Background: an optimization exercise with open tools, aiming at small area, a short achievable clock period and few clock cycles per item. Do not read the settings as production practice.
RTL that was checked went through simulation tests only; none was proved equivalent to the original.
For runs 4 and 5, only the layout was checked, not whether the RTL still works.
No activity file was given, so power comes from the tool's default toggle rates.

==> flow/design.v, too long to show whole: its modules and the start of the top module <==
// module pe_divrow1: 4 lines
// module pe_divrow2: 10 lines
// module pe_divrow3: 12 lines
// module pe_divrow4: 16 lines
// module pe_divrow5: 18 lines
// module pe_divrow6: 22 lines
// module pe_divrow7: 26 lines
// module pe_divrow8: 32 lines
// module pe_divrow9: 34 lines
// module pe_divrow10: 38 lines
// module pe_divrow11: 42 lines
// module pe_divrow12: 48 lines
// module pe_divrow13: 52 lines
// module pe_divrow14: 58 lines
// module pe_divrow15: 64 lines
// module pe_divrow16: 72 lines
// module pe_divrow17: 74 lines
// module pe_divrow18: 78 lines
// module pe_divrow19: 82 lines
// module pe_divrow20: 88 lines
// module pe_divrow21: 92 lines
// module pe_divrow22: 98 lines
// module pe_divrow23: 104 lines
// module pe_divrow24: 112 lines
// module pe_divrow25: 116 lines
// module pe_divrow26: 122 lines
// module pe_divrow27: 128 lines
// module pe_divrow28: 136 lines
// module pe_divrow29: 142 lines
// module pe_divrow30: 150 lines
// module pe_divrow31: 158 lines
// module pe_divrow32: 168 lines
// module pe_mac: 1026 lines
// module pe_core_v3: 274 lines
module pe_core_v3 (
    input clk,
    input rst_n,
    input [31:0] opcode,
    input [31:0] op1,
    input [31:0] op2,
    input [31:0] op3,
    input valid_in,
    output reg [31:0] result_out,
    output reg result_valid
);
  // ...
==> flow/flow/run.sh <==
#!/bin/bash
set -euo pipefail
bash standard.sh "BUFFER_PORTS_ARGS=-buffer_cell sky130_fd_sc_hd__buf_2" \
  "SETUP_SLACK_MARGIN=50.9" finish > standard_flow.log 2>&1
==> flow/standard.sh <==
#!/bin/bash
# synth_recipe.tcl (not shown) runs the flow's synth.tcl, then flattens the netlist and writes it again
# the make line also repeats each setting of config.mk as NAME=value (left out here)
make -C /OpenROAD-flow-scripts/flow DESIGN_CONFIG=/design/flow/config.mk WORK_HOME=/design/flow/orfs CLKGATE_MAP_FILE= SYNTH_SCRIPT=/design/flow/synth_recipe.tcl "${@:-finish}"
==> flow/config.mk <==
export PLATFORM = sky130hd
export DESIGN_NAME = pe_core_v3
export DESIGN_NICKNAME = pe_core_v3
export VERILOG_FILES = /design/flow/design.v
export SDC_FILE = /design/flow/constraint.sdc
export NUM_CORES = 4
export LEC_CHECK = 0
export CAP_MARGIN = 35
export CORE_MARGIN = 2
export CORE_UTILIZATION = 55
export CTS_CLUSTER_DIAMETER = 200
export CTS_CLUSTER_SIZE = 22
export SLEW_MARGIN = 35
==> flow/constraint.sdc <==
create_clock -name core_clock -period 65.0 [get_ports {clk}]
set_input_delay 13.0000 -clock core_clock [delete_from_list [all_inputs] [get_ports {clk}]]
set_output_delay 13.0000 -clock core_clock [all_outputs]
set_load 0.01 [all_outputs]
==> qor.csv, run 1 <==
stage;metric;value;unit
synthesis;yosysMostFrequentCell;dfxtp_1;
floorplanning;taps;1287;
cts;numCtsBuffers;35;
finish;syn_to_final_growth;7.65;%
setup_path;crit_chain;buf_2;
synthesis;synthDistinctLibCells;104;
synthesis;yosys.area.top_type;dfxtp_1;
synthesis;yosys.area_share.simple;10.4;%
power;comb-power;1.23;mW
setup_path;worst_r2r_startpoint;B4[0]$_DFF_P_;
global_route;antenna_found_initial;12;
setup_path;cp-start-kind;flop;
setup_path;r2r-end;R5[8]$_DFF_P_;
detailed_routing;dr_wl_met2;77.1;mm
run;cap_viol_max_count;0;
floorplanning;rows;115;
detailed_routing;drcViolationCount;0;
setup_path;reg2reg_depth;60;
power;p_leak;27.0;nW
run_status;outcome;finished clean;
cts;path_clk_slew;0.09;ns
cts;htree_num_levels;2;
synthesis;synth-seq-cells;646;
power;internal_power;1.12;mW
setup_path;criticalPathCategory;flop to primary output;
synthesis;synth_top_area_share;23.6;%
global_route;grt_util_met2;54.9;%
synthesis;yosys_warnings;1;
synthesis;ys_top_cells_by_area;dfxtp_1 (24%), ha_1 (15%), fa_1 (13%);
global_route;grt_pass1_wl;252;mm
placement;pre_cts_ws;48.96;ns
floorplanning;start_util;55.3;%
synthesis;syn-num-nets;7086;
cts;cts_setup_buffers;10;
power;largestPowerGroup;combinational logic;
global_route;grt_max_degree;81;
Testbench counts, summed over its fixed seeds: cycles 160,054, items 160,000.
==> run 2: changes to the inputs <==
--- a/flow/config.mk
+++ b/flow/config.mk
@@ -10,2 +10,3 @@
 export CORE_UTILIZATION = 55
+export CTS_BUF_LIST = sky130_fd_sc_hd__clkbuf_16 sky130_fd_sc_hd__clkbuf_8 sky130_fd_sc_hd__clkbuf_4
 export CTS_CLUSTER_DIAMETER = 200
==> run 2 against run 1 <==
Compared with the run above: largest power group unchanged; flip-flop and latch count unchanged; still clean on timing, DRC and antenna; routed wire length unchanged; register-to-register slack about the same; global-route usage unchanged; total power about the same; cell count unchanged; non-clock buffer count unchanged; first-iteration DRC count unchanged.
==> qor.csv, run 2 <==
stage;metric;value;unit;change
run_status;outcome;finished clean;;
timing;period_share;21.7;%;
synthesis;synth_edf_count;0;;
timing;finClkSkew;0.0623;ns;
synthesis;yosys.area.top_type;dfxtp_1;;
global_route;grt_util_met2;54.9;%;unchanged
setup_path;crit_fanout;1;;
floorplanning;die_area;0.101;mm2;
global_route;overflow;0;;
timing;setup_tns;0;ns;
setup_path;reg2reg_depth;60;;unchanged
global_route;grt_pass1_wl;252;mm;unchanged
worst_hold_path;holdPathEnd;AQ4[18]$_DFF_P_;;
setup_path;criticalPathCategory;flop to primary output;;
cts;clockBufferDepth;3;;
cts;clkLatencyLatePin;0.66;ns;
floorplanning;core_region_area;0.0980;mm2;
setup_path;cpMaxStageDelayCell;dfrtp_1;;
detailed_routing;first_iter_violations;3127;;
cts;cts_root_buf;clkbuf_16;;
global_route;antenna_found_initial;12;;unchanged
global_route;grt_usage;32.4;%;
floorplanning;die_h;318;um;
global_route;top_usage_layer;met2;;
global_route;grt_pass1_vias;42715;;
power;p_leak;27.0;nW;about the same
floorplanning;start_util;55.3;%;unchanged
synthesis;avgSynthCellArea;9.07;um2;
power;ir_worst_vdd;0.0000250;V;
synthesis;synth-seq-cells;646;;unchanged
timing;slew_headroom;28.7;%;
timing;worst_pin_slew;1.07;ns;
synthesis;synthDistinctLibCells;104;;unchanged
detailed_routing;drcViolationCount;0;;unchanged
setup_path;worst_r2r_startpoint;B4[0]$_DFF_P_;;
timing;drv_slew;0;;
global_route;grt_max_degree;81;;unchanged
timing;whs;0.310;ns;
setup_path;crit_chain;buf_2;;
detailed_routing;dr.pass1.iters;9;;
detailed_routing;wl;166;mm;
detailed_routing;routedWlPerCell;22.6;um;
synthesis;synth_ff_type;dfxtp_1;;
setup_path;r2r_setup_slack;51.59;ns;
setup_path;end_kind;primary output;;
run;cap_viol_max_count;0;;unchanged
setup_path;critPathTopFamily;flip-flops;;
timing;setup_viol;0;;
finish;fill_cells;8855;;
global_route;use_met3;4.18;%;
finish;drive_gt1_share;10.8;%;
cts;path_clk_slew;0.09;ns;about the same
power;power.density;33.6;mW/mm2;
setup_path;critical_path_arrival;1.10;ns;
floorplanning;die_w;318;um;
worst_hold_path;min_path_type;flop to flop;;
timing;rsz0062_at_grt;true;;
setup_path;worstPathRequired;52.00;ns;
cts;cts-hold-fix-buffers;0;;
synthesis;ys_top_cells_by_area;dfxtp_1 (24%), ha_1 (15%), fa_1 (13%);;
setup_path;r2r-end;R5[8]$_DFF_P_;;
finish;nets;7157;;
global_route;grt_use_met1;40.1;%;
setup_path;critPathBufInv;1;;
worst_hold_path;min_from;AQ3[14]$_DFF_P_;;
finish;seqCellArea;0.0130;mm2;
placement;place.gp.congestion;1.01;;
synthesis;synth_top_area_share;23.6;%;unchanged
floorplanning;rows;115;;unchanged
detailed_routing;vias;43318;;
synthesis;syn-num-nets;7086;;unchanged
placement;dp_cells;7259;;
placement;dp.final_hpwl;132;mm;
finish;syn_to_final_growth;7.65;%;about the same
cts;clkSinkCount;646;;
synthesis;yosysMostFrequentCell;dfxtp_1;;
setup_path;cp-start-kind;flop;;
floorplanning;io_pins;164;;
synthesis;synthTopCellsByCount;dfxtp_1 (638), ha_1 (633), inv_1 (631);;
finish;fin_cells;7342;;
synthesis;ys_seq_area_share;23.9;%;
cts;numCtsBuffers;35;;unchanged
synthesis;syn_inst;5976;;
worst_hold_path;hold_depth;0;;
placement;portBuffers;143;;
synthesis;syn-cell-area;0.0542;mm2;
finish;layout_common_cells;dfxtp_1 (631), ha_1 (631), inv_1 (629);;
synthesis;async_flop_share;1.24;%;
detailed_routing;ant_nets;0;;
detailed_routing;viasPerCell;5.90;;
cts;tritoncts;built;;
finish;multiInputGateArea;0.0387;mm2;
setup_path;cp_slowest_stage_delay;0.37;ns;
synthesis;yosys_warnings;1;;unchanged
timing;period_needed;14.10;ns;
cts;htree_num_levels;2;;unchanged
timing;fmax;70.9;MHz;
timing;hold_viol;0;;
## run 2: cell counts after synthesis
No cell type changed its count.
## run 2: per-stage QoR
stage                     area [um2]  util [%]  power [mW]  setup WS [ns]
after floorplan                54200         -        1.44          50.91
after global placement         56400      57.5        1.65          48.95
after detailed placement       56500      57.6        1.68          48.96
after CTS                      57700      58.9        1.94          50.84
after global routing           58400      59.6        2.16          50.74
final                          58400      59.6        1.96          50.90
## run 2: worst max path at each step
stage                      startpoint        endpoint  slack [ns]  cells after the start
2_1_floorplan           B3[0]$_DFF_P_  R4[16]$_DFF_P_       50.91                     69
3_5_place_dp            B3[0]$_DFF_P_   R4[2]$_DFF_P_       48.96                     66
3_3_place_gp            B3[0]$_DFF_P_   R4[2]$_DFF_P_       48.95                     66
5_1_grt                 B4[0]$_DFF_P_   R5[8]$_DFF_P_       50.74                     57
4_1_cts        result_valid$_DFF_PN0_    result_valid       50.84                      1
6_report       result_valid$_DFF_PN0_    result_valid       50.90                      1
## run 2: where the power goes
part | total [mW] | switching [mW] | internal, mW
Sequential | 0.498 | 0.0486 | 0.449
Combinational | 1.23 | 0.656 | 0.572
Clock | 0.235 | 0.134 | 0.101
Total | 1.96 | 0.839 | 1.12
## run 2: cell families (layout without fill, tap and decap cells)
kind of cell	Yosys count	in the layout	share of synthesized area, %
flip-flops	646	646	23.9
adder cells (fa/ha/maj)	980	980	27.4
AND/OR/NAND/NOR	1197	1197	10.4
other	0	5	0
multiplexers	340	340	6.68
XOR/XNOR	528	528	8.75
AO/OA/AOI/OAI	1419	1419	16.7
buffers and inverters	866	940	6.12
## run 2: routing by layer
| metal | share of wire, % | wire, um |
|---|---|---|
| met5 | 0 | 0 |
| met4 | 6.6 | 10900 |
| met3 | 6.0 | 9980 |
| met2 | 47 | 77200 |
| met1 | 41 | 67800 |
## run 2: worst reg2reg max path: cells and delay by family, from the launching register on
kind                     cells  cell delay, ns
adder cells (fa/ha/maj)      5            1.52
buffers and inverters        5            0.89
AND/OR/NAND/NOR              5            0.81
flip-flops                   1            0.39
multiplexers                 4            1.17
AO/OA/AOI/OAI               41            8.50
## run 2: cell type report
type	instances	area share (%)
diodes	5	0.0214
clock buffers	37	1.56
repair inverters	1	0.00857
flip-flops and latches	646	22.2
inverters	638	4.12
clock inverters	3	0.0707
multi-input cells	4464	66.3
repair buffers	261	2.94
well taps	1287	2.76
## run 2: repair_timing
action,CTS,global route
setup buffers,10,25
gates cloned,2,1
gates resized for setup,72,102
pin swaps,6,25
endpoints found under the setup margin,79,105
==> run 3: changes to the inputs <==
==> flow/flow/run.sh (replaced) <==
#!/bin/bash
set -euo pipefail
bash standard.sh "BUFFER_PORTS_ARGS=-buffer_cell sky130_fd_sc_hd__buf_2" \
  "SETUP_SLACK_MARGIN=50.75" finish > standard_flow.log 2>&1
--- a/flow/config.mk
+++ b/flow/config.mk
@@ -10,3 +10,2 @@
 export CORE_UTILIZATION = 55
-export CTS_BUF_LIST = sky130_fd_sc_hd__clkbuf_16 sky130_fd_sc_hd__clkbuf_8 sky130_fd_sc_hd__clkbuf_4
 export CTS_CLUSTER_DIAMETER = 200
==> run 3 against run 2 <==
Compared with the run above: still clean on timing, DRC and antenna; worst hold slack about the same; register-to-register slack got worse by 0.13 ns; maximum frequency is essentially flat; sequential share of layout area up 0.066 points; via count shrank 0.25%; first-iteration DRC count increased by 7.0%; critical path depth unchanged; highest routed layer unchanged.
==> qor.csv, run 3 <==
stage;metric;value;unit;change
cts;path_clk_slew;0.09;ns;about the same
timing;rsz0062_at_grt;false;;
finish;seqCellArea;0.0130;mm2;about the same
setup_path;critPathBufInv;1;;unchanged
power;pwr-share-seq;25.5;%;about the same
global_route;antenna_found_initial;12;;unchanged
synthesis;yosysMostFrequentCell;dfxtp_1;;
synthesis;synth_top_area_share;23.6;%;unchanged
setup_path;cp_slowest_stage_delay;0.37;ns;about the same
timing;setup_viol;0;;unchanged
finish;layout_common_cells;dfxtp_1 (634), ha_1 (631), inv_1 (630);;
run;cap_viol_max_count;0;;unchanged
detailed_routing;first_iter_violations;3346;;+7.0%
power;ir_worst_vdd;0.0000250;V;about the same
power;switching_share;42.8;%;about the same
synthesis;async_flop_share;1.24;%;unchanged
synthesis;syn_inst;5976;;unchanged
detailed_routing;ant_nets;0;;unchanged
cts;clkLatencyLatePin;0.66;ns;about the same
power;p_comb_share;62.5;%;about the same
setup_path;critical_path_arrival;1.11;ns;about the same
global_route;grt_max_degree;81;;unchanged
floorplanning;die_area;0.101;mm2;unchanged
synthesis;synth_edf_count;0;;unchanged
setup_path;crit_fanout;1;;unchanged
global_route;grt_pass1_wl;252;mm;-0.11%
finish;multiInputGateArea;0.0386;mm2;-0.16%
floorplanning;io_pins;164;;unchanged
placement;dp_cells;7259;;unchanged
detailed_routing;viasPerCell;5.90;;about the same
floorplanning;rows;115;;unchanged
floorplanning;die_w;318;um;unchanged
synthesis;syn-cell-area;0.0542;mm2;unchanged
timing;finClkSkew;0.0613;ns;-0.000997 ns
placement;place.gp.congestion;1.01;;unchanged
finish;nets;7142;;-0.21%
detailed_routing;vias;43209;;-0.25%
timing;period_needed;14.11;ns;+0.00300 ns
synthesis;ys_seq_area_share;23.9;%;unchanged
synthesis;synthDistinctLibCells;104;;unchanged
timing;drv_slew;0;;unchanged
synthesis;syn-num-nets;7086;;unchanged
worst_hold_path;min_path_type;flop to flop;;
timing;slew_headroom;29.5;%;+0.79 points
finish;drive_gt1_share;10.3;%;-0.45 points
detailed_routing;routedWlPerCell;22.6;um;about the same
setup_path;critPathTopFamily;flip-flops;;
global_route;grt_usage;32.4;%;-0.040 points
setup_path;crit_chain;buf_2;;
synthesis;yosys_warnings;1;;unchanged
power;netSwitchingPower;0.836;mW;-0.40%
finish;final_common_cell;dfxtp_1;;
setup_path;end_kind;primary output;;
detailed_routing;drcViolationCount;0;;unchanged
finish;syn_to_final_growth;7.30;%;
synthesis;avgSynthCellArea;9.07;um2;unchanged
timing;worst_pin_slew;1.06;ns;-0.0118 ns
timing;period_share;21.7;%;about the same
timing;hold_viol;0;;unchanged
power;pwr-share-clk;12.0;%;about the same
power;power.density;33.6;mW/mm2;about the same
cts;htree_num_levels;2;;unchanged
global_route;overflow;0;;unchanged
detailed_routing;dr.pass1.iters;6;;-3
floorplanning;core_region_area;0.0980;mm2;unchanged
finish;fin_cells;7325;;-0.23%
timing;setup_tns;0;ns;unchanged
finish;utilization;59.4;%;-0.19 points
detailed_routing;wl;165;mm;-0.24%
cts;cts-hold-fix-buffers;0;;unchanged
placement;dp.final_hpwl;132;mm;unchanged
setup_path;cpMaxStageDelayCell;dfrtp_1;;
cts;numCtsBuffers;35;;unchanged
synthesis;yosys.area.top_type;dfxtp_1;;
setup_path;worstPathRequired;52.00;ns;about the same
power;internal_power;1.12;mW;-0.40%
placement;portBuffers;143;;unchanged
finish;fill_cells;8860;;+0.056%
global_route;grt_pass1_vias;42664;;-0.12%
floorplanning;start_util;55.3;%;unchanged
synthesis;ys_top_cells_by_area;dfxtp_1 (24%), ha_1 (15%), fa_1 (13%);;
setup_path;criticalPathCategory;flop to primary output;;
synthesis;synth_ff_type;dfxtp_1;;
floorplanning;die_h;318;um;unchanged
setup_path;cp-start-kind;flop;;
timing;fmax;70.9;MHz;about the same
synthesis;synthTopCellsByCount;dfxtp_1 (638), ha_1 (633), inv_1 (631);;
cts;clockBufferDepth;3;;unchanged
power;p_leak;27.0;nW;-0.29%
cts;clkSinkCount;646;;unchanged
cts;cts_root_buf;clkbuf_16;;
cts;tritoncts;built;;
synthesis;synth-seq-cells;646;;unchanged
run_status;outcome;finished clean;;
## run 3: cell counts after synthesis
No cell type changed its count.
## run 3: final cells by class
class | instances | share of cell area (%)
Timing Repair Buffer | 246 | 2.76
Antenna cell | 3 | 0.0129
Multi-Input combinational cell | 4464 | 66.4
Timing Repair inverter | 1 | 0.00860
Sequential cell | 646 | 22.3
Inverter | 638 | 4.12
Clock buffer | 37 | 1.55
Clock inverter | 3 | 0.0710
Tap cell | 1287 | 2.77
## run 3: path summary, 6_finish.rpt
kind,startpoint,end,slack (ns),cells past startpoint
setup / recovery,result_valid$_DFF_PN0_,result_valid,50.89,1
hold / removal,AQ3[8]$_DFF_P_,AQ4[12]$_DFF_P_,0.31,0
setup reg to reg,B4[0]$_DFF_P_,R5[8]$_DFF_P_,51.46,60
hold reg to reg,AQ3[8]$_DFF_P_,AQ4[12]$_DFF_P_,0.31,0
max in group asynchronous,rst_n,v0$_DFF_PN0_,52.62,1
min in group asynchronous,rst_n,v6$_DFF_PN0_,12.22,1
## run 3: power groups by stage
stage	sequential, mW	clock, mW	combinational [mW]
finish	0.498	0.235	1.22
global placement	0.508	0	1.14
detailed placement	0.509	0	1.17
CTS	0.499	0.243	1.19
floorplan	0.484	0	0.954
global route	0.504	0.255	1.39
## run 3: logic make-up after synthesis
| family | Yosys count | share of synthesized area [%] |
|---|---|---|
| AO/OA/AOI/OAI | 1419 | 16.7 |
| XOR/XNOR | 528 | 8.75 |
| adder cells (fa/ha/maj) | 980 | 27.4 |
| buffers and inverters | 866 | 6.12 |
| flip-flops | 646 | 23.9 |
| multiplexers | 340 | 6.68 |
| AND/OR/NAND/NOR | 1197 | 10.4 |
## run 3: repair_timing
item / CTS / global route
gates cloned: 1 / 1
pin swaps: 6 / 22
gates resized for setup: 60 / 95
setup endpoints to repair: 76 / 98
setup buffers: 5 / 16
## run 3: layer usage
metal	vias to the layer above	global-route usage, %	share of wire, %
li1	20694	-	-
met1	20601	40.0	41
met2	1491	54.8	47
met3	423	4.17	6.0
met4	0	18.0	6.5
met5	-	0	0
## run 3: worst reg2reg max path: cells and delay by family, from the launching register on
kind,cells,cell delay (ns)
compound gates,41,8.66
fa+ha+maj,5,1.52
buf+inv,5,0.88
flops,1,0.39
mux,4,1.18
simple gates,5,0.80
## run 3: per-stage QoR
stage          total power, mW  area [um2]  hold slack (ns)  setup WS (ns)
6_report                  1.95       58200            0.310          50.89
3_3_place_gp              1.65       56400            0.309          48.95
4_1_cts                   1.93       57700            0.303          50.76
2_1_floorplan             1.44       54200            0.310          50.91
5_1_grt                   2.15       58200            0.321          50.60
3_5_place_dp              1.68       56500            0.312          48.96
==> module pe_core_v3, before the edit <==
module pe_core_v3 (
    input clk,
    input rst_n,
    input [31:0] opcode,
    input [31:0] op1,
    input [31:0] op2,
    input [31:0] op3,
    input valid_in,
    output reg [31:0] result_out,
    output reg result_valid
);
    reg        v0;
    reg [11:0] op0;
    reg [31:0] a0, b0, c0;
    always @(posedge clk or negedge rst_n)
        if (!rst_n) v0 <= 1'b0;
        else        v0 <= valid_in;
    always @(posedge clk) begin
        op0 <= opcode[31:20];
        a0  <= op1;
        b0  <= op2;
        c0  <= op3;
    end
    wire [6:0] cls = op0[11:5];
    wire [4:0] fn  = op0[4:0];
    wire c_ar  = (cls == 7'b0000001);
    wire c_fp  = (cls == 7'b0000010);
    wire c_cmp = (cls == 7'b0010000);
    wire vld1  = v0 & (c_ar | c_fp | c_cmp);
    wire isdiv1 = c_ar & (fn == 5'b00100);
    wire f_add = c_ar & (fn == 5'b00001);
    wire f_sub = c_ar & (fn == 5'b00010);
    wire f_mul = c_ar & (fn == 5'b00011);
    wire f_mad = (c_ar & ((fn == 5'b00101) | (fn == 5'b00110))) | (c_fp & (fn == 5'b00001));
    wire f_and = c_ar & (fn == 5'b01001);
    wire f_or  = c_ar & (fn == 5'b01010);
    wire f_xor = c_ar & (fn == 5'b01011);
    wire f_shl = c_ar & (fn == 5'b01100);
    wire f_shr = c_ar & (fn == 5'b01101);
    wire f_relu = c_fp & (fn == 5'b01011);
    wire f_abs = c_fp & (fn == 5'b01101);
    wire f_neg = c_fp & (fn == 5'b01110);
    wire f_min = c_fp & (fn == 5'b10000);
    wire f_max = c_fp & (fn == 5'b10001);
    wire f_eq = c_cmp & (fn == 5'b00001);
    wire f_ne = c_cmp & (fn == 5'b00010);
    wire f_lt = c_cmp & (fn == 5'b00011);
    wire f_le = c_cmp & (fn == 5'b00100);
    wire f_gt = c_cmp & (fn == 5'b00101);
    wire f_ge = c_cmp & (fn == 5'b00110);
    wire [31:0] a_rev;
    genvar gi;
    generate for (gi = 0; gi < 32; gi = gi + 1) begin : rv
        assign a_rev[gi] = a0[31 - gi];
    end endgenerate
    wire [31:0] dec = 32'd1 << b0[4:0];
    wire y_b    = f_mul | f_mad;
    wire y_dec  = f_shl | f_shr;
    wire f_subm = f_sub | c_cmp | f_min | f_max;
    wire y_one  = f_add | f_subm | (f_abs & ~a0[31]);
    wire y_ones = f_neg | (f_abs & a0[31]);
    wire [31:0] mx = f_shr ? a_rev : a0;
    wire [31:0] my = ({32{y_b}} & b0) | ({32{y_dec}} & dec) | {{31{y_ones}}, y_ones | y_one};
    wire [31:0] mz = ({32{f_mad}} & c0) | ({32{f_add | f_subm}} & (b0 ^ {32{f_subm}}));
    wire [31:0] mac;
    pe_mac u_mac (.a(mx), .b(my), .c(mz), .ci(f_subm), .y(mac));
    wire [31:0] mac_rev;
    generate for (gi = 0; gi < 32; gi = gi + 1) begin : rv2
        assign mac_rev[gi] = mac[31 - gi];
    end endgenerate
    wire c31 = mac[31] ^ a0[31] ^ ~b0[31];
    wire lt = ~((a0[31] & ~b0[31]) | (a0[31] & c31) | (~b0[31] & c31));
    wire eq = ~|mac;
    wire cmp = (f_eq & eq) | (f_ne & ~eq) | (f_lt & lt) | (f_le & (lt | eq)) | (f_gt & ~lt & ~eq) | (f_ge & ~lt);
    wire s_mac = f_add | f_sub | f_mul | f_mad | f_neg | f_abs | f_shl;
    wire s_a = f_relu & ~a0[31] | f_min & lt | f_max & ~lt;
    wire s_b = f_min & ~lt | f_max & lt;
    wire [31:0] oth = ({32{s_mac}} & mac) | ({32{f_shr}} & mac_rev)
                    | ({32{f_and}} & (a0 & b0)) | ({32{f_or}} & (a0 | b0)) | ({32{f_xor}} & (a0 ^ b0))
                    | ({32{s_a}} & a0) | ({32{s_b}} & b0) | {31'd0, cmp};
    wire hz1_8 = ~|b0[31:8];
    wire hz1_7 = ~|b0[31:7];
    wire hz1_6 = ~|b0[31:6];
    wire hz1_5 = ~|b0[31:5];
    wire hz1_4 = ~|b0[31:4];
    wire hz1_3 = ~|b0[31:3];
    wire hz1_2 = ~|b0[31:2];
    wire hz1_1 = ~|b0[31:1];
    wire q_31; wire [0:0] rn_31;
    pe_divrow1 row_31 (.r(1'b0), .abit(a0[31]), .b(b0), .hz(hz1_1), .q(q_31), .rn(rn_31));
    wire [31:0] aq_31 = {a0[30:0], q_31};
    wire q_30; wire [1:0] rn_30;
    pe_divrow2 row_30 (.r(rn_31), .abit(aq_31[31]), .b(b0), .hz(hz1_2), .q(q_30), .rn(rn_30));
    wire [31:0] aq_30 = {aq_31[30:0], q_30};
    wire q_29; wire [2:0] rn_29;
    pe_divrow3 row_29 (.r(rn_30), .abit(aq_30[31]), .b(b0), .hz(hz1_3), .q(q_29), .rn(rn_29));
    wire [31:0] aq_29 = {aq_30[30:0], q_29};
    wire q_28; wire [3:0] rn_28;
    pe_divrow4 row_28 (.r(rn_29), .abit(aq_29[31]), .b(b0), .hz(hz1_4), .q(q_28), .rn(rn_28));
    wire [31:0] aq_28 = {aq_29[30:0], q_28};
    wire q_27; wire [4:0] rn_27;
    pe_divrow5 row_27 (.r(rn_28), .abit(aq_28[31]), .b(b0), .hz(hz1_5), .q(q_27), .rn(rn_27));
    wire [31:0] aq_27 = {aq_28[30:0], q_27};
    wire q_26; wire [5:0] rn_26;
    pe_divrow6 row_26 (.r(rn_27), .abit(aq_27[31]), .b(b0), .hz(hz1_6), .q(q_26), .rn(rn_26));
    wire [31:0] aq_26 = {aq_27[30:0], q_26};
    wire q_25; wire [6:0] rn_25;
    pe_divrow7 row_25 (.r(rn_26), .abit(aq_26[31]), .b(b0), .hz(hz1_7), .q(q_25), .rn(rn_25));
    wire [31:0] aq_25 = {aq_26[30:0], q_25};
    wire q_24; wire [7:0] rn_24;
    pe_divrow8 row_24 (.r(rn_25), .abit(aq_25[31]), .b(b0), .hz(hz1_8), .q(q_24), .rn(rn_24));
    wire [31:0] aq_24 = {aq_25[30:0], q_24};
    reg [7:0] R1; reg [31:0] AQ1, B1; reg isd1; reg v1;
    always @(posedge clk or negedge rst_n)
        if (!rst_n) v1 <= 1'b0;
        else        v1 <= vld1;
    always @(posedge clk) begin
        R1 <= rn_24;
        AQ1 <= aq_24;
        B1 <= (isdiv1 ? b0 : oth);
        isd1 <= isdiv1;
    end
    wire hz2_12 = ~|B1[31:12];
    wire hz2_11 = ~|B1[31:11];
    wire hz2_10 = ~|B1[31:10];
    wire hz2_9 = ~|B1[31:9];
    wire q_23; wire [8:0] rn_23;
    pe_divrow9 row_23 (.r(R1), .abit(AQ1[31]), .b(B1), .hz(hz2_9), .q(q_23), .rn(rn_23));
    wire [31:0] aq_23 = {AQ1[30:0], q_23};
    wire q_22; wire [9:0] rn_22;
    pe_divrow10 row_22 (.r(rn_23), .abit(aq_23[31]), .b(B1), .hz(hz2_10), .q(q_22), .rn(rn_22));
    wire [31:0] aq_22 = {aq_23[30:0], q_22};
    wire q_21; wire [10:0] rn_21;
    pe_divrow11 row_21 (.r(rn_22), .abit(aq_22[31]), .b(B1), .hz(hz2_11), .q(q_21), .rn(rn_21));
    wire [31:0] aq_21 = {aq_22[30:0], q_21};
    wire q_20; wire [11:0] rn_20;
    pe_divrow12 row_20 (.r(rn_21), .abit(aq_21[31]), .b(B1), .hz(hz2_12), .q(q_20), .rn(rn_20));
    wire [31:0] aq_20 = {aq_21[30:0], q_20};
    reg [11:0] R2; reg [31:0] AQ2, B2; reg isd2; reg v2;
    always @(posedge clk or negedge rst_n)
        if (!rst_n) v2 <= 1'b0;
        else        v2 <= v1;
    always @(posedge clk) begin
        R2 <= rn_20;
        AQ2 <= aq_20;
        B2 <= B1;
        isd2 <= isd1;
    end
    wire hz3_16 = ~|B2[31:16];
    wire hz3_15 = ~|B2[31:15];
    wire hz3_14 = ~|B2[31:14];
    wire hz3_13 = ~|B2[31:13];
    wire q_19; wire [12:0] rn_19;
    pe_divrow13 row_19 (.r(R2), .abit(AQ2[31]), .b(B2), .hz(hz3_13), .q(q_19), .rn(rn_19));
    wire [31:0] aq_19 = {AQ2[30:0], q_19};
    wire q_18; wire [13:0] rn_18;
    pe_divrow14 row_18 (.r(rn_19), .abit(aq_19[31]), .b(B2), .hz(hz3_14), .q(q_18), .rn(rn_18));
    wire [31:0] aq_18 = {aq_19[30:0], q_18};
    wire q_17; wire [14:0] rn_17;
    pe_divrow15 row_17 (.r(rn_18), .abit(aq_18[31]), .b(B2), .hz(hz3_15), .q(q_17), .rn(rn_17));
    wire [31:0] aq_17 = {aq_18[30:0], q_17};
    wire q_16; wire [15:0] rn_16;
    pe_divrow16 row_16 (.r(rn_17), .abit(aq_17[31]), .b(B2), .hz(hz3_16), .q(q_16), .rn(rn_16));
    wire [31:0] aq_16 = {aq_17[30:0], q_16};
    reg [15:0] R3; reg [31:0] AQ3, B3; reg isd3; reg v3;
    always @(posedge clk or negedge rst_n)
        if (!rst_n) v3 <= 1'b0;
        else        v3 <= v2;
    always @(posedge clk) begin
        R3 <= rn_16;
        AQ3 <= aq_16;
        B3 <= B2;
        isd3 <= isd2;
    end
    wire hz4_20 = ~|B3[31:20];
    wire hz4_19 = ~|B3[31:19];
    wire hz4_18 = ~|B3[31:18];
    wire hz4_17 = ~|B3[31:17];
    wire q_15; wire [16:0] rn_15;
    pe_divrow17 row_15 (.r(R3), .abit(AQ3[31]), .b(B3), .hz(hz4_17), .q(q_15), .rn(rn_15));
    wire [31:0] aq_15 = {AQ3[30:0], q_15};
    wire q_14; wire [17:0] rn_14;
    pe_divrow18 row_14 (.r(rn_15), .abit(aq_15[31]), .b(B3), .hz(hz4_18), .q(q_14), .rn(rn_14));
    wire [31:0] aq_14 = {aq_15[30:0], q_14};
    wire q_13; wire [18:0] rn_13;
    pe_divrow19 row_13 (.r(rn_14), .abit(aq_14[31]), .b(B3), .hz(hz4_19), .q(q_13), .rn(rn_13));
    wire [31:0] aq_13 = {aq_14[30:0], q_13};
    wire q_12; wire [19:0] rn_12;
    pe_divrow20 row_12 (.r(rn_13), .abit(aq_13[31]), .b(B3), .hz(hz4_20), .q(q_12), .rn(rn_12));
    wire [31:0] aq_12 = {aq_13[30:0], q_12};
    reg [19:0] R4; reg [31:0] AQ4, B4; reg isd4; reg v4;
    always @(posedge clk or negedge rst_n)
        if (!rst_n) v4 <= 1'b0;
        else        v4 <= v3;
    always @(posedge clk) begin
        R4 <= rn_12;
        AQ4 <= aq_12;
        B4 <= B3;
        isd4 <= isd3;
    end
    wire hz5_24 = ~|B4[31:24];
    wire hz5_23 = ~|B4[31:23];
    wire hz5_22 = ~|B4[31:22];
    wire hz5_21 = ~|B4[31:21];
    wire q_11; wire [20:0] rn_11;
    pe_divrow21 row_11 (.r(R4), .abit(AQ4[31]), .b(B4), .hz(hz5_21), .q(q_11), .rn(rn_11));
    wire [31:0] aq_11 = {AQ4[30:0], q_11};
    wire q_10; wire [21:0] rn_10;
    pe_divrow22 row_10 (.r(rn_11), .abit(aq_11[31]), .b(B4), .hz(hz5_22), .q(q_10), .rn(rn_10));
    wire [31:0] aq_10 = {aq_11[30:0], q_10};
    wire q_9; wire [22:0] rn_9;
    pe_divrow23 row_9 (.r(rn_10), .abit(aq_10[31]), .b(B4), .hz(hz5_23), .q(q_9), .rn(rn_9));
    wire [31:0] aq_9 = {aq_10[30:0], q_9};
    wire q_8; wire [23:0] rn_8;
    pe_divrow24 row_8 (.r(rn_9), .abit(aq_9[31]), .b(B4), .hz(hz5_24), .q(q_8), .rn(rn_8));
    wire [31:0] aq_8 = {aq_9[30:0], q_8};
    reg [23:0] R5; reg [31:0] AQ5, B5; reg isd5; reg v5;
    always @(posedge clk or negedge rst_n)
        if (!rst_n) v5 <= 1'b0;
        else        v5 <= v4;
    always @(posedge clk) begin
        R5 <= rn_8;
        AQ5 <= aq_8;
        B5 <= B4;
        isd5 <= isd4;
    end
    wire hz6_28 = ~|B5[31:28];
    wire hz6_27 = ~|B5[31:27];
    wire hz6_26 = ~|B5[31:26];
    wire hz6_25 = ~|B5[31:25];
    wire q_7; wire [24:0] rn_7;
    pe_divrow25 row_7 (.r(R5), .abit(AQ5[31]), .b(B5), .hz(hz6_25), .q(q_7), .rn(rn_7));
    wire [31:0] aq_7 = {AQ5[30:0], q_7};
    wire q_6; wire [25:0] rn_6;
    pe_divrow26 row_6 (.r(rn_7), .abit(aq_7[31]), .b(B5), .hz(hz6_26), .q(q_6), .rn(rn_6));
    wire [31:0] aq_6 = {aq_7[30:0], q_6};
    wire q_5; wire [26:0] rn_5;
    pe_divrow27 row_5 (.r(rn_6), .abit(aq_6[31]), .b(B5), .hz(hz6_27), .q(q_5), .rn(rn_5));
    wire [31:0] aq_5 = {aq_6[30:0], q_5};
    wire q_4; wire [27:0] rn_4;
    pe_divrow28 row_4 (.r(rn_5), .abit(aq_5[31]), .b(B5), .hz(hz6_28), .q(q_4), .rn(rn_4));
    wire [31:0] aq_4 = {aq_5[30:0], q_4};
    reg [27:0] R6; reg [31:0] AQ6, B6; reg isd6; reg v6;
    always @(posedge clk or negedge rst_n)
        if (!rst_n) v6 <= 1'b0;
        else        v6 <= v5;
    always @(posedge clk) begin
        R6 <= rn_4;
        AQ6 <= aq_4;
        B6 <= B5;
        isd6 <= isd5;
    end
    wire hz7_32 = 1'b1;
    wire hz7_31 = ~|B6[31:31];
    wire hz7_30 = ~|B6[31:30];
    wire hz7_29 = ~|B6[31:29];
    wire q_3; wire [28:0] rn_3;
    pe_divrow29 row_3 (.r(R6), .abit(AQ6[31]), .b(B6), .hz(hz7_29), .q(q_3), .rn(rn_3));
    wire [31:0] aq_3 = {AQ6[30:0], q_3};
    wire q_2; wire [29:0] rn_2;
    pe_divrow30 row_2 (.r(rn_3), .abit(aq_3[31]), .b(B6), .hz(hz7_30), .q(q_2), .rn(rn_2));
    wire [31:0] aq_2 = {aq_3[30:0], q_2};
    wire q_1; wire [30:0] rn_1;
    pe_divrow31 row_1 (.r(rn_2), .abit(aq_2[31]), .b(B6), .hz(hz7_31), .q(q_1), .rn(rn_1));
    wire [31:0] aq_1 = {aq_2[30:0], q_1};
    wire q_0; wire [31:0] rn_0;
    pe_divrow32 row_0 (.r(rn_1), .abit(aq_1[31]), .b(B6), .hz(hz7_32), .q(q_0), .rn(rn_0));
    wire [31:0] aq_0 = {aq_1[30:0], q_0};
    always @(posedge clk or negedge rst_n)
        if (!rst_n) result_valid <= 1'b0;
        else        result_valid <= v6;
    always @(posedge clk)
        result_out <= isd6 ? aq_0 : B6;
endmodule
==> run 4: changes to the inputs <==
--- a/flow/design.v
+++ b/flow/design.v
@@ -3545,2 +3545,3 @@
     end
+    wire hz2_13 = ~|B1[31:13];
     wire hz2_12 = ~|B1[31:12];
@@ -3561,3 +3562,6 @@
     wire [31:0] aq_20 = {aq_21[30:0], q_20};
-    reg [11:0] R2; reg [31:0] AQ2, B2; reg isd2; reg v2;
+    wire q_19; wire [12:0] rn_19;
+    pe_divrow13 row_19 (.r(rn_20), .abit(aq_20[31]), .b(B1), .hz(hz2_13), .q(q_19), .rn(rn_19));
+    wire [31:0] aq_19 = {aq_20[30:0], q_19};
+    reg [12:0] R2; reg [31:0] AQ2, B2; reg isd2; reg v2;
     always @(posedge clk or negedge rst_n)
@@ -3566,4 +3570,4 @@
     always @(posedge clk) begin
-        R2 <= rn_20;
-        AQ2 <= aq_20;
+        R2 <= rn_19;
+        AQ2 <= aq_19;
         B2 <= B1;
@@ -3571,2 +3575,4 @@
     end
+    wire hz3_18 = ~|B2[31:18];
+    wire hz3_17 = ~|B2[31:17];
     wire hz3_16 = ~|B2[31:16];
@@ -3574,9 +3580,5 @@
     wire hz3_14 = ~|B2[31:14];
-    wire hz3_13 = ~|B2[31:13];
-    wire q_19; wire [12:0] rn_19;
-    pe_divrow13 row_19 (.r(R2), .abit(AQ2[31]), .b(B2), .hz(hz3_13), .q(q_19), .rn(rn_19));
-    wire [31:0] aq_19 = {AQ2[30:0], q_19};
     wire q_18; wire [13:0] rn_18;
-    pe_divrow14 row_18 (.r(rn_19), .abit(aq_19[31]), .b(B2), .hz(hz3_14), .q(q_18), .rn(rn_18));
-    wire [31:0] aq_18 = {aq_19[30:0], q_18};
+    pe_divrow14 row_18 (.r(R2), .abit(AQ2[31]), .b(B2), .hz(hz3_14), .q(q_18), .rn(rn_18));
+    wire [31:0] aq_18 = {AQ2[30:0], q_18};
     wire q_17; wire [14:0] rn_17;
@@ -3587,3 +3589,9 @@
     wire [31:0] aq_16 = {aq_17[30:0], q_16};
-    reg [15:0] R3; reg [31:0] AQ3, B3; reg isd3; reg v3;
+    wire q_15; wire [16:0] rn_15;
+    pe_divrow17 row_15 (.r(rn_16), .abit(aq_16[31]), .b(B2), .hz(hz3_17), .q(q_15), .rn(rn_15));
+    wire [31:0] aq_15 = {aq_16[30:0], q_15};
+    wire q_14; wire [17:0] rn_14;
+    pe_divrow18 row_14 (.r(rn_15), .abit(aq_15[31]), .b(B2), .hz(hz3_18), .q(q_14), .rn(rn_14));
+    wire [31:0] aq_14 = {aq_15[30:0], q_14};
+    reg [17:0] R3; reg [31:0] AQ3, B3; reg isd3; reg v3;
     always @(posedge clk or negedge rst_n)
@@ -3592,4 +3600,4 @@
     always @(posedge clk) begin
-        R3 <= rn_16;
-        AQ3 <= aq_16;
+        R3 <= rn_14;
+        AQ3 <= aq_14;
         B3 <= B2;
@@ -3597,15 +3605,10 @@
     end
+    wire hz4_23 = ~|B3[31:23];
+    wire hz4_22 = ~|B3[31:22];
+    wire hz4_21 = ~|B3[31:21];
     wire hz4_20 = ~|B3[31:20];
     wire hz4_19 = ~|B3[31:19];
-    wire hz4_18 = ~|B3[31:18];
-    wire hz4_17 = ~|B3[31:17];
-    wire q_15; wire [16:0] rn_15;
-    pe_divrow17 row_15 (.r(R3), .abit(AQ3[31]), .b(B3), .hz(hz4_17), .q(q_15), .rn(rn_15));
-    wire [31:0] aq_15 = {AQ3[30:0], q_15};
-    wire q_14; wire [17:0] rn_14;
-    pe_divrow18 row_14 (.r(rn_15), .abit(aq_15[31]), .b(B3), .hz(hz4_18), .q(q_14), .rn(rn_14));
-    wire [31:0] aq_14 = {aq_15[30:0], q_14};
     wire q_13; wire [18:0] rn_13;
-    pe_divrow19 row_13 (.r(rn_14), .abit(aq_14[31]), .b(B3), .hz(hz4_19), .q(q_13), .rn(rn_13));
-    wire [31:0] aq_13 = {aq_14[30:0], q_13};
+    pe_divrow19 row_13 (.r(R3), .abit(AQ3[31]), .b(B3), .hz(hz4_19), .q(q_13), .rn(rn_13));
+    wire [31:0] aq_13 = {AQ3[30:0], q_13};
     wire q_12; wire [19:0] rn_12;
@@ -3613,3 +3616,12 @@
     wire [31:0] aq_12 = {aq_13[30:0], q_12};
-    reg [19:0] R4; reg [31:0] AQ4, B4; reg isd4; reg v4;
+    wire q_11; wire [20:0] rn_11;
+    pe_divrow21 row_11 (.r(rn_12), .abit(aq_12[31]), .b(B3), .hz(hz4_21), .q(q_11), .rn(rn_11));
+    wire [31:0] aq_11 = {aq_12[30:0], q_11};
+    wire q_10; wire [21:0] rn_10;
+    pe_divrow22 row_10 (.r(rn_11), .abit(aq_11[31]), .b(B3), .hz(hz4_22), .q(q_10), .rn(rn_10));
+    wire [31:0] aq_10 = {aq_11[30:0], q_10};
+    wire q_9; wire [22:0] rn_9;
+    pe_divrow23 row_9 (.r(rn_10), .abit(aq_10[31]), .b(B3), .hz(hz4_23), .q(q_9), .rn(rn_9));
+    wire [31:0] aq_9 = {aq_10[30:0], q_9};
+    reg [22:0] R4; reg [31:0] AQ4, B4; reg isd4; reg v4;
     always @(posedge clk or negedge rst_n)
@@ -3618,4 +3630,4 @@
     always @(posedge clk) begin
-        R4 <= rn_12;
-        AQ4 <= aq_12;
+        R4 <= rn_9;
+        AQ4 <= aq_9;
         B4 <= B3;
@@ -3623,69 +3635,47 @@
     end
+    wire hz5_28 = ~|B4[31:28];
+    wire hz5_27 = ~|B4[31:27];
+    wire hz5_26 = ~|B4[31:26];
+    wire hz5_25 = ~|B4[31:25];
     wire hz5_24 = ~|B4[31:24];
-    wire hz5_23 = ~|B4[31:23];
-    wire hz5_22 = ~|B4[31:22];
-    wire hz5_21 = ~|B4[31:21];
-    wire q_11; wire [20:0] rn_11;
-    pe_divrow21 row_11 (.r(R4), .abit(AQ4[31]), .b(B4), .hz(hz5_21), .q(q_11), .rn(rn_11));
-    wire [31:0] aq_11 = {AQ4[30:0], q_11};
-    wire q_10; wire [21:0] rn_10;
-    pe_divrow22 row_10 (.r(rn_11), .abit(aq_11[31]), .b(B4), .hz(hz5_22), .q(q_10), .rn(rn_10));
-    wire [31:0] aq_10 = {aq_11[30:0], q_10};
-    wire q_9; wire [22:0] rn_9;
-    pe_divrow23 row_9 (.r(rn_10), .abit(aq_10[31]), .b(B4), .hz(hz5_23), .q(q_9), .rn(rn_9));
-    wire [31:0] aq_9 = {aq_10[30:0], q_9};
     wire q_8; wire [23:0] rn_8;
-    pe_divrow24 row_8 (.r(rn_9), .abit(aq_9[31]), .b(B4), .hz(hz5_24), .q(q_8), .rn(rn_8));
-    wire [31:0] aq_8 = {aq_9[30:0], q_8};
-    reg [23:0] R5; reg [31:0] AQ5, B5; reg isd5; reg v5;
-    always @(posedge clk or negedge rst_n)
-        if (!rst_n) v5 <= 1'b0;
-        else        v5 <= v4;
-    always @(posedge clk) begin
-        R5 <= rn_8;
-        AQ5 <= aq_8;
-        B5 <= B4;
-        isd5 <= isd4;
-    end
-    wire hz6_28 = ~|B5[31:28];
-    wire hz6_27 = ~|B5[31:27];
-    wire hz6_26 = ~|B5[31:26];
-    wire hz6_25 = ~|B5[31:25];
+    pe_divrow24 row_8 (.r(R4), .abit(AQ4[31]), .b(B4), .hz(hz5_24), .q(q_8), .rn(rn_8));
+    wire [31:0] aq_8 = {AQ4[30:0], q_8};
     wire q_7; wire [24:0] rn_7;
-    pe_divrow25 row_7 (.r(R5), .abit(AQ5[31]), .b(B5), .hz(hz6_25), .q(q_7), .rn(rn_7));
-    wire [31:0] aq_7 = {AQ5[30:0], q_7};
+    pe_divrow25 row_7 (.r(rn_8), .abit(aq_8[31]), .b(B4), .hz(hz5_25), .q(q_7), .rn(rn_7));
+    wire [31:0] aq_7 = {aq_8[30:0], q_7};
     wire q_6; wire [25:0] rn_6;
-    pe_divrow26 row_6 (.r(rn_7), .abit(aq_7[31]), .b(B5), .hz(hz6_26), .q(q_6), .rn(rn_6));
+    pe_divrow26 row_6 (.r(rn_7), .abit(aq_7[31]), .b(B4), .hz(hz5_26), .q(q_6), .rn(rn_6));
     wire [31:0] aq_6 = {aq_7[30:0], q_6};
     wire q_5; wire [26:0] rn_5;
-    pe_divrow27 row_5 (.r(rn_6), .abit(aq_6[31]), .b(B5), .hz(hz6_27), .q(q_5), .rn(rn_5));
+    pe_divrow27 row_5 (.r(rn_6), .abit(aq_6[31]), .b(B4), .hz(hz5_27), .q(q_5), .rn(rn_5));
     wire [31:0] aq_5 = {aq_6[30:0], q_5};
     wire q_4; wire [27:0] rn_4;
-    pe_divrow28 row_4 (.r(rn_5), .abit(aq_5[31]), .b(B5), .hz(hz6_28), .q(q_4), .rn(rn_4));
+    pe_divrow28 row_4 (.r(rn_5), .abit(aq_5[31]), .b(B4), .hz(hz5_28), .q(q_4), .rn(rn_4));
     wire [31:0] aq_4 = {aq_5[30:0], q_4};
-    reg [27:0] R6; reg [31:0] AQ6, B6; reg isd6; reg v6;
+    reg [27:0] R5; reg [31:0] AQ5, B5; reg isd5; reg v5;
     always @(posedge clk or negedge rst_n)
-        if (!rst_n) v6 <= 1'b0;
-        else        v6 <= v5;
+        if (!rst_n) v5 <= 1'b0;
+        else        v5 <= v4;
     always @(posedge clk) begin
-        R6 <= rn_4;
-        AQ6 <= aq_4;
-        B6 <= B5;
-        isd6 <= isd5;
+        R5 <= rn_4;
+        AQ5 <= aq_4;
+        B5 <= B4;
+        isd5 <= isd4;
     end
-    wire hz7_32 = 1'b1;
-    wire hz7_31 = ~|B6[31:31];
-    wire hz7_30 = ~|B6[31:30];
-    wire hz7_29 = ~|B6[31:29];
+    wire hz6_32 = 1'b1;
+    wire hz6_31 = ~|B5[31:31];
+    wire hz6_30 = ~|B5[31:30];
+    wire hz6_29 = ~|B5[31:29];
     wire q_3; wire [28:0] rn_3;
-    pe_divrow29 row_3 (.r(R6), .abit(AQ6[31]), .b(B6), .hz(hz7_29), .q(q_3), .rn(rn_3));
-    wire [31:0] aq_3 = {AQ6[30:0], q_3};
+    pe_divrow29 row_3 (.r(R5), .abit(AQ5[31]), .b(B5), .hz(hz6_29), .q(q_3), .rn(rn_3));
+    wire [31:0] aq_3 = {AQ5[30:0], q_3};
     wire q_2; wire [29:0] rn_2;
-    pe_divrow30 row_2 (.r(rn_3), .abit(aq_3[31]), .b(B6), .hz(hz7_30), .q(q_2), .rn(rn_2));
+    pe_divrow30 row_2 (.r(rn_3), .abit(aq_3[31]), .b(B5), .hz(hz6_30), .q(q_2), .rn(rn_2));
     wire [31:0] aq_2 = {aq_3[30:0], q_2};
     wire q_1; wire [30:0] rn_1;
-    pe_divrow31 row_1 (.r(rn_2), .abit(aq_2[31]), .b(B6), .hz(hz7_31), .q(q_1), .rn(rn_1));
+    pe_divrow31 row_1 (.r(rn_2), .abit(aq_2[31]), .b(B5), .hz(hz6_31), .q(q_1), .rn(rn_1));
     wire [31:0] aq_1 = {aq_2[30:0], q_1};
     wire q_0; wire [31:0] rn_0;
-    pe_divrow32 row_0 (.r(rn_1), .abit(aq_1[31]), .b(B6), .hz(hz7_32), .q(q_0), .rn(rn_0));
+    pe_divrow32 row_0 (.r(rn_1), .abit(aq_1[31]), .b(B5), .hz(hz6_32), .q(q_0), .rn(rn_0));
     wire [31:0] aq_0 = {aq_1[30:0], q_0};
@@ -3693,5 +3683,5 @@
         if (!rst_n) result_valid <= 1'b0;
-        else        result_valid <= v6;
+        else        result_valid <= v5;
     always @(posedge clk)
-        result_out <= isd6 ? aq_0 : B6;
+        result_out <= isd5 ? aq_0 : B5;
 endmodule
==> flow/flow/run.sh (replaced) <==
#!/bin/bash
set -euo pipefail
bash standard.sh "BUFFER_PORTS_ARGS=-buffer_cell sky130_fd_sc_hd__buf_2" \
  "SETUP_SLACK_MARGIN=50.9" finish > standard_flow.log 2>&1
--- a/flow/config.mk
+++ b/flow/config.mk
@@ -10,4 +10,2 @@
 export CORE_UTILIZATION = 55
-export CTS_CLUSTER_DIAMETER = 200
-export CTS_CLUSTER_SIZE = 22
 export SLEW_MARGIN = 35
==> run 4 against run 3 <==
Compared with the run above: critical path depth is 83 higher; combinational power is 65% lower; utilization is 4.1 points higher; setup slack worse by 0.083 ns; flip-flop and latch count is 84 lower; global-route usage is 3.6 points higher; worst hold slack better by 0.0059 ns; count of clock-buffer cells in the layout is 29 higher; largest power group unchanged.
==> qor.csv, run 4 <==
stage;metric;value;unit;change
placement;dp.final_hpwl;138;mm;+4.6%
timing;hold_viol;0;;unchanged
setup_path;r2r_setup_slack;50.81;ns;-0.65 ns
detailed_routing;drcViolationCount;0;;unchanged
detailed_routing;first_iter_violations;4274;;+28%
synthesis;yosys_warnings;1;;unchanged
timing;setup_viol;0;;unchanged
setup_path;criticalPathCategory;flop to flop;;
floorplanning;start_util;55.5;%;+0.13 points
setup_path;crit_fanout;6;;+5
timing;period_needed;14.19;ns;+0.0831 ns
synthesis;syn-num-nets;7237;;+2.1%
synthesis;syn_inst;6129;;+2.6%
setup_path;end_kind;flop;;
synthesis;async_flop_share;1.25;%;+0.0072 points
detailed_routing;viasPerCell;6.00;;+1.7%
synthesis;synthTopCellsByCount;ha_1 (632), inv_1 (593), dfxtp_1 (555);;
timing;layout_setup_ws;50.81;ns;-0.0831 ns
floorplanning;die_area;0.100;mm2;-1.1%
run;cap_viol_max_count;0;;unchanged
synthesis;yosysMostFrequentCell;ha_1;;
placement;dpl-instance-area;0.0561;mm2;-0.53%
finish;final_common_cell;ha_1;;
finish;syn_to_final_growth;14.4;%;
cts;htree_num_levels;2;;unchanged
setup_path;crit_top_cell;buf_4;;
synthesis;synth-seq-cells;562;;-13%
cts;clockBufferDepth;3;;unchanged
worst_hold_path;min_path_type;flop to flop;;
floorplanning;die_h;316;um;-0.53%
timing;whs;0.316;ns;+0.00587 ns
power;p_leak;29.0;nW;+7.7%
global_route;grt_pass1_vias;45028;;+5.5%
cts;clkSinkCount;562;;-13%
placement;pre_cts_ws;47.91;ns;-1.05 ns
power;power.density;19.3;mW/mm2;-42%
timing;period_share;21.8;%;+0.13 points
setup_path;critical_path_arrival;14.76;ns;+13.65 ns
global_route;grt_usage;36.0;%;+3.6 points
cts;tritoncts;built;;
global_route;antenna_found_initial;14;;+2
synthesis;ys_top_cells_by_area;dfxtp_1 (21%), ha_1 (15%), fa_1 (13%);;
timing;slew_headroom;27.3;%;-2.2 points
cts;cts-hold-fix-buffers;0;;unchanged
finish;nets;7489;;+4.9%
detailed_routing;dr.pass1.iters;9;;+3
finish;final_area;0.0614;mm2;+5.5%
global_route;overflow;0;;unchanged
detailed_routing;vias;46240;;+7.0%
timing;drv_slew;0;;unchanged
placement;portBuffers;143;;unchanged
synthesis;synthDistinctLibCells;100;;-3.8%
timing;worst_pin_slew;1.08;ns;+0.0251 ns
finish;fill_cells;8328;;-6.0%
timing;rsz0062_at_grt;true;;
synthesis;yosys.area.top_type;dfxtp_1;;
power;power;1.19;mW;-39%
global_route;grt_pass1_wl;273;mm;+8.3%
detailed_routing;wl;183;mm;+10%
cts;numCtsBuffers;59;;+69%
finish;drive_gt1_share;16.0;%;+5.7 points
floorplanning;die_w;316;um;-0.53%
floorplanning;core_region_area;0.0967;mm2;-1.3%
finish;fin_cells;7710;;+5.3%
power;ir_worst_vdd;0.0000240;V;-3.8%
placement;dp_cells;7397;;+1.9%
floorplanning;io_pins;164;;unchanged
finish;utilization;63.5;%;+4.1 points
global_route;grt_util_met2;58.6;%;+3.8 points
global_route;grt_use_met1;45.8;%;+5.9 points
placement;place.gp.congestion;1.02;;+0.98%
cts;cts_root_buf;clkbuf_16;;
synthesis;synth_top_area_share;20.7;%;-2.8 points
setup_path;cp_slowest_stage_delay;0.42;ns;+0.05 ns
cts;path_clk_slew;0.07;ns;-0.02 ns
setup_path;cp-start-kind;flop;;
setup_path;worstPathRequired;65.57;ns;+13.57 ns
synthesis;avgSynthCellArea;8.75;um2;-3.5%
timing;fmax;70.5;MHz;-0.59%
synthesis;synth_ff_type;dfxtp_1;;
floorplanning;rows;114;;-0.87%
synthesis;synth_edf_count;0;;unchanged
global_route;top_usage_layer;met2;;
synthesis;syn-cell-area;0.0536;mm2;-1.1%
global_route;grt_max_degree;75;;-7.4%
setup_path;cpMaxStageDelayCell;fa_2;;
detailed_routing;routedWlPerCell;23.7;um;+4.8%
detailed_routing;ant_nets;0;;unchanged
timing;setup_tns;0;ns;unchanged
finish;layout_common_cells;ha_1 (624), inv_1 (583), nand2_1 (539);;
global_route;use_met3;5.73;%;+1.6 points
timing;finClkSkew;0.0168;ns;-0.0445 ns
synthesis;ys_seq_area_share;21.0;%;-2.9 points
run_status;outcome;finished clean;;
cts;clkLatencyLatePin;0.69;ns;+0.03 ns
==> run 4: cell count changes after synthesis, sizes merged, moves of 21 or more <==
cell | previous run | this run
o21ai | 416 | 480
a22oi | 136 | 42
a222oi | 0 | 32
dfxtp | 638 | 555
clkbuf | 170 | 209
nand2 | 375 | 544
o22ai | 35 | 14
xnor2 | 302 | 331
inv | 635 | 594
==> run 4: worst paths after layout <==
check | startpoint | end | depth (start not counted)
setup / recovery | AQ2[31]$_DFF_P_ | R3[16]$_DFF_P_ | 84
hold reg to reg | AQ1[19]$_DFF_P_ | AQ2[24]$_DFF_P_ | 0
min in group asynchronous | rst_n | v1$_DFF_PN0_ | 1
hold / removal | AQ1[19]$_DFF_P_ | AQ2[24]$_DFF_P_ | 0
max in group asynchronous | rst_n | v5$_DFF_PN0_ | 1
setup reg to reg | AQ2[31]$_DFF_P_ | R3[16]$_DFF_P_ | 84
==> run 4: logic make-up (layout without fill, tap and decap cells) <==
| family | count (synthesis) | after routing | synth area share [%] |
|---|---|---|---|
| AO/OA/AOI/OAI | 1490 | 1496 | 18.0 |
| AND/OR/NAND/NOR | 1382 | 1383 | 11.9 |
| adder cells (fa/ha/maj) | 978 | 978 | 27.6 |
| buffers and inverters | 850 | 1144 | 6.06 |
| flip-flops | 562 | 562 | 21.0 |
| XOR/XNOR | 539 | 539 | 8.96 |
| multiplexers | 328 | 328 | 6.49 |
| other | 0 | 4 | 0 |
==> run 4: layout make-up <==
| class | instances | area [um2] | area share [%] |
|---|---|---|---|
| repair buffers | 439 | 3290 | 5.36 |
| clock buffers | 66 | 1570 | 2.56 |
| multi-input cells | 4724 | 40700 | 66.4 |
| flip-flops and latches | 562 | 11300 | 18.5 |
| clock inverters | 44 | 566 | 0.921 |
| diodes | 4 | 10.0 | 0.0163 |
| inverters | 595 | 2270 | 3.71 |
| well taps | 1276 | 1600 | 2.60 |
==> run 4: what timing repair did <==
action | 4_1_cts | 5_1_grt
resized for setup | 183 | 189
cloned | 9 | 2
hold endpoints to repair | 0 | 0
pin swaps | 53 | 76
setup endpoints to repair | 128 | 129
buffers inserted | 114 | 72
==> run 4: routing by layer <==
metal,wire length (um),part of all wire [%]
met5,43,0.024
met4,11800,6.4
met3,14100,7.7
met2,82400,45
met1,74200,41
==> run 4: power breakdown <==
group          switching [mW]  leakage [nW]  internal [mW]
Sequential             0.0233          4.69          0.370
Combinational           0.239          23.3          0.185
Clock                   0.161          1.05          0.207
Total                   0.423          29.0          0.763
==> run 4: critical path, delay by kind of cell (launching register included) <==
kind | cells | cell delay (ns)
AO/OA/AOI/OAI | 40 | 6.58
buffers and inverters | 21 | 2.46
adder cells (fa/ha/maj) | 8 | 2.19
multiplexers | 5 | 1.33
AND/OR/NAND/NOR | 9 | 1.04
flip-flops | 1 | 0.34
XOR/XNOR | 1 | 0.09
==> run 5: changes to the inputs <==
--- a/flow/config.mk
+++ b/flow/config.mk
@@ -7,2 +7,3 @@
 export LEC_CHECK = 0
+export ABC_AREA = 1
 export CAP_MARGIN = 35
@@ -10,2 +11,4 @@
 export CORE_UTILIZATION = 55
+export CTS_CLUSTER_DIAMETER = 200
+export CTS_CLUSTER_SIZE = 22
 export SLEW_MARGIN = 35
==> run 5 against run 4 <==
Compared with the run above: largest power group unchanged; still clean on timing, DRC and antenna; maximum frequency is 0.27% higher; critical path type is now flop to primary output; register-to-register slack better by 0.54 ns; sequential power is 7.6% higher; die area is 1.2% higher; total power is 36% higher; sequential share of layout area is 0.75 points higher; synthesized area is 1.3% higher.
==> qor.csv, run 5 <==
stage;metric;value;unit;change
detailed_routing;first_iter_violations;3912;;-8.5%
cts;cts_root_buf;clkbuf_16;;
power;p_comb_share;61.4;%;+26 points
finish;seqCellArea;0.0113;mm2;-0.28%
global_route;grt_max_degree;64;;-15%
detailed_routing;viasPerCell;5.72;;-4.6%
run_status;outcome;finished clean;;
floorplanning;start_util;55.3;%;-0.12 points
floorplanning;die_h;318;um;+0.62%
power;switching_share;47.3;%;+12 points
placement;place.gp.congestion;1.02;;about the same
floorplanning;die_area;0.101;mm2;+1.2%
finish;layout_common_cells;nand2_1 (1,650), inv_1 (1,009), ha_1 (628);;
synthesis;synth_top_area_share;20.5;%;-0.26 points
finish;multiInputGateArea;0.0389;mm2;-4.5%
global_route;grt_pass1_vias;47037;;+4.5%
cts;clkLatencyLatePin;0.67;ns;-0.02 ns
synthesis;syn-cell-area;0.0543;mm2;+1.3%
setup_path;criticalPathCategory;flop to primary output;;
power;internal_power;0.852;mW;+12%
detailed_routing;ant_nets;0;;unchanged
setup_path;worstPathRequired;52.00;ns;-13.57 ns
timing;period_needed;14.15;ns;-0.0386 ns
setup_path;crit_chain;buf_2;;
setup_path;cp_slowest_stage_delay;0.37;ns;-0.05 ns
cts;htree_num_levels;1;;-1
cts;cts-hold-fix-buffers;0;;unchanged
synthesis;yosys_warnings;1;;unchanged
floorplanning;io_pins;164;;unchanged
timing;slew_headroom;31.6;%;+4.3 points
setup_path;critical_path_arrival;1.15;ns;-13.61 ns
synthesis;ys_top_cells_by_area;dfxtp_1 (20%), ha_1 (15%), fa_1 (13%);;
power;netSwitchingPower;0.766;mW;+81%
timing;layout_setup_ws;50.85;ns;+0.0386 ns
global_route;grt_use_met1;44.1;%;-1.7 points
power;pwr-share-clk;12.4;%;-19 points
global_route;antenna_found_initial;11;;-3
cts;clkSinkCount;562;;unchanged
synthesis;synthTopCellsByCount;nand2_1 (1,668), inv_1 (1,024), ha_1 (632);;
timing;fmax;70.7;MHz;+0.27%
detailed_routing;dr.pass1.iters;6;;-3
cts;numCtsBuffers;29;;-51%
cts;tritoncts;built;;
placement;dp.final_hpwl;150;mm;+8.6%
timing;rsz0062_at_grt;true;;
finish;final_common_cell;nand2_1;;
synthesis;avgSynthCellArea;7.48;um2;-15%
cts;path_clk_slew;0.10;ns;+0.03 ns
synthesis;synth-seq-cells;562;;unchanged
synthesis;yosys.area.top_type;dfxtp_1;;
placement;dp_cells;8537;;+15%
detailed_routing;routedWlPerCell;21.6;um;-8.7%
setup_path;critPathTopFamily;flip-flops;;
setup_path;cp-start-kind;flop;;
synthesis;synth_ff_type;dfxtp_1;;
global_route;overflow;0;;unchanged
finish;utilization;60.0;%;-3.5 points
timing;finClkSkew;0.0286;ns;+0.0119 ns
synthesis;syn_inst;7265;;+19%
placement;pre_cts_ws;47.51;ns;-0.405 ns
worst_hold_path;min_path_type;flop to flop;;
power;p_leak;29.9;nW;+2.8%
run;cap_viol_max_count;0;;unchanged
detailed_routing;wl;188;mm;+2.7%
placement;portBuffers;143;;unchanged
global_route;top_usage_layer;met2;;
synthesis;syn-num-nets;8373;;+16%
global_route;grt_util_met2;59.9;%;+1.3 points
timing;worst_pin_slew;1.03;ns;-0.0568 ns
detailed_routing;vias;49646;;+7.4%
finish;syn_to_final_growth;8.32;%;
floorplanning;rows;115;;+0.88%
finish;drive_gt1_share;8.81;%;-7.2 points
timing;period_share;21.8;%;-0.059 points
detailed_routing;drcViolationCount;0;;unchanged
timing;setup_viol;0;;unchanged
setup_path;crit_fanout;1;;-5
setup_path;end_kind;primary output;;
synthesis;async_flop_share;1.25;%;unchanged
global_route;grt_usage;36.1;%;+0.097 points
synthesis;ys_seq_area_share;20.8;%;-0.26 points
synthesis;synthDistinctLibCells;65;;-35%
global_route;use_met3;4.24;%;-1.5 points
global_route;grt_pass1_wl;280;mm;+2.5%
floorplanning;die_w;318;um;+0.62%
setup_path;critPathBufInv;1;;-95%
synthesis;synth_edf_count;0;;unchanged
timing;hold_viol;0;;unchanged
floorplanning;core_region_area;0.0981;mm2;+1.5%
timing;drv_slew;0;;unchanged
finish;fill_cells;9117;;+9.5%
finish;nets;8488;;+13%
power;ir_worst_vdd;0.0000268;V;+12%
cts;clockBufferDepth;3;;unchanged
timing;whs;0.313;ns;-0.00300 ns
timing;setup_tns;0;ns;unchanged
power;pwr-share-seq;26.2;%;-7.0 points
finish;fin_cells;8674;;+13%
synthesis;yosysMostFrequentCell;nand2_1;;
power;power.density;27.5;mW/mm2;+42%
setup_path;cpMaxStageDelayCell;dfrtp_1;;
-- run 5: changes by cell type after synthesis, moves of 154 or more --
cell	before	now
nand2_1	544	1668
inv_1	593	1024
nand3_1	46	311
o22ai_1	14	208
xnor2_1	329	163
mux2_2	159	0
mux2i_1	169	15
-- run 5: logic make-up after synthesis --
| logic type | after synthesis | synth area share (%) |
|---|---|---|
| flip-flops | 562 | 20.8 |
| AO/OA/AOI/OAI | 1293 | 14.1 |
| adder cells (fa/ha/maj) | 977 | 27.3 |
| buffers and inverters | 1302 | 9.18 |
| multiplexers | 15 | 0.276 |
| XOR/XNOR | 520 | 8.41 |
| AND/OR/NAND/NOR | 2596 | 20.0 |
-- run 5: cell type report --
| type | instances | share of cell area, % |
|---|---|---|
| clock buffer | 29 | 1.23 |
| timing repair buffer | 286 | 3.38 |
| clock inverter | 3 | 0.100 |
| antenna | 6 | 0.0255 |
| timing repair inverter | 7 | 0.0872 |
| inverter | 1087 | 7.07 |
| sequential | 562 | 19.2 |
| tap | 1287 | 2.74 |
| multi-input combinational | 5407 | 66.1 |
-- run 5: metal layers --
layer	vias up	share of wire (%)
met3	476	7.0
met4	0	7.9
met5	-	0
met2	1946	46
met1	23284	39
li1	23940	-
-- run 5: path summary, 6_finish.rpt --
check	startpoint	endpoint	slack, ns	depth (start not counted)
worst max register to register	AQ2[31]$_DFF_P_	R3[2]$_DFF_P_	51.35	86
worst min-delay path	AQ3[18]$_DFF_P_	AQ4[23]$_DFF_P_	0.31	0
max in group asynchronous	rst_n	v1$_DFF_PN0_	52.70	1
min in group asynchronous	rst_n	result_valid$_DFF_PN0_	12.16	1
worst max-delay path	result_valid$_DFF_PN0_	result_valid	50.85	1
worst min register to register	AQ3[18]$_DFF_P_	AQ4[23]$_DFF_P_	0.31	0
-- run 5: repair_timing --
action                     4_1_cts  5_1_grt
gates cloned                     9        5
setup endpoints to repair      105      129
pin swaps                        3       40
gates resized for setup        122      152
buffers inserted                19       64
-- run 5: per-stage QoR --
stage / total power [mW] / cell area [um2]
after floorplan: 1.13 / 54300
after global placement: 1.32 / 56200
after detailed placement: 1.35 / 56300
after CTS: 1.58 / 57700
after global routing: 1.77 / 58800
final: 1.62 / 58800
-- run 5: power by group through the flow --
stage                     clock [mW]  combinational, mW  sequential (mW)
final                          0.200              0.993            0.424
after detailed placement           0              0.921            0.432
after global placement             0              0.890            0.432
after CTS                      0.205              0.949            0.424
after floorplan                    0              0.714            0.415
after global routing           0.215               1.13            0.428

## what the ideal ports hide
In the flow no input, the clock included, has a driving cell. The finished layouts below were timed again as built, in two steps. Step 1, drivers: a clkbuf_16 drives clk and a buf_2 each remaining input, both assumed. Step 2 also shifts input and output timing later by t, the mid clock arrival at the registers, as if the neighbouring blocks saw the same clock. a / b / c = no drivers / after step 1 / after step 2; a / b = the first two.
run	t (ns)	setup slack, ns	clock arrival spread, ns
run 1	0.707	50.895 / 50.817 / 51.524	0.063 / 0.063
run 2	0.707	50.895 / 50.817 / 51.524	0.063 / 0.063
run 3	0.706	50.892 / 50.814 / 51.459	0.063 / 0.063
run 4	0.748	50.809 / 50.749 / 50.809	0.022 / 0.021
run 5	0.728	50.848 / 50.772 / 51.349	0.030 / 0.029
After both steps setup and hold are still met in every run listed.
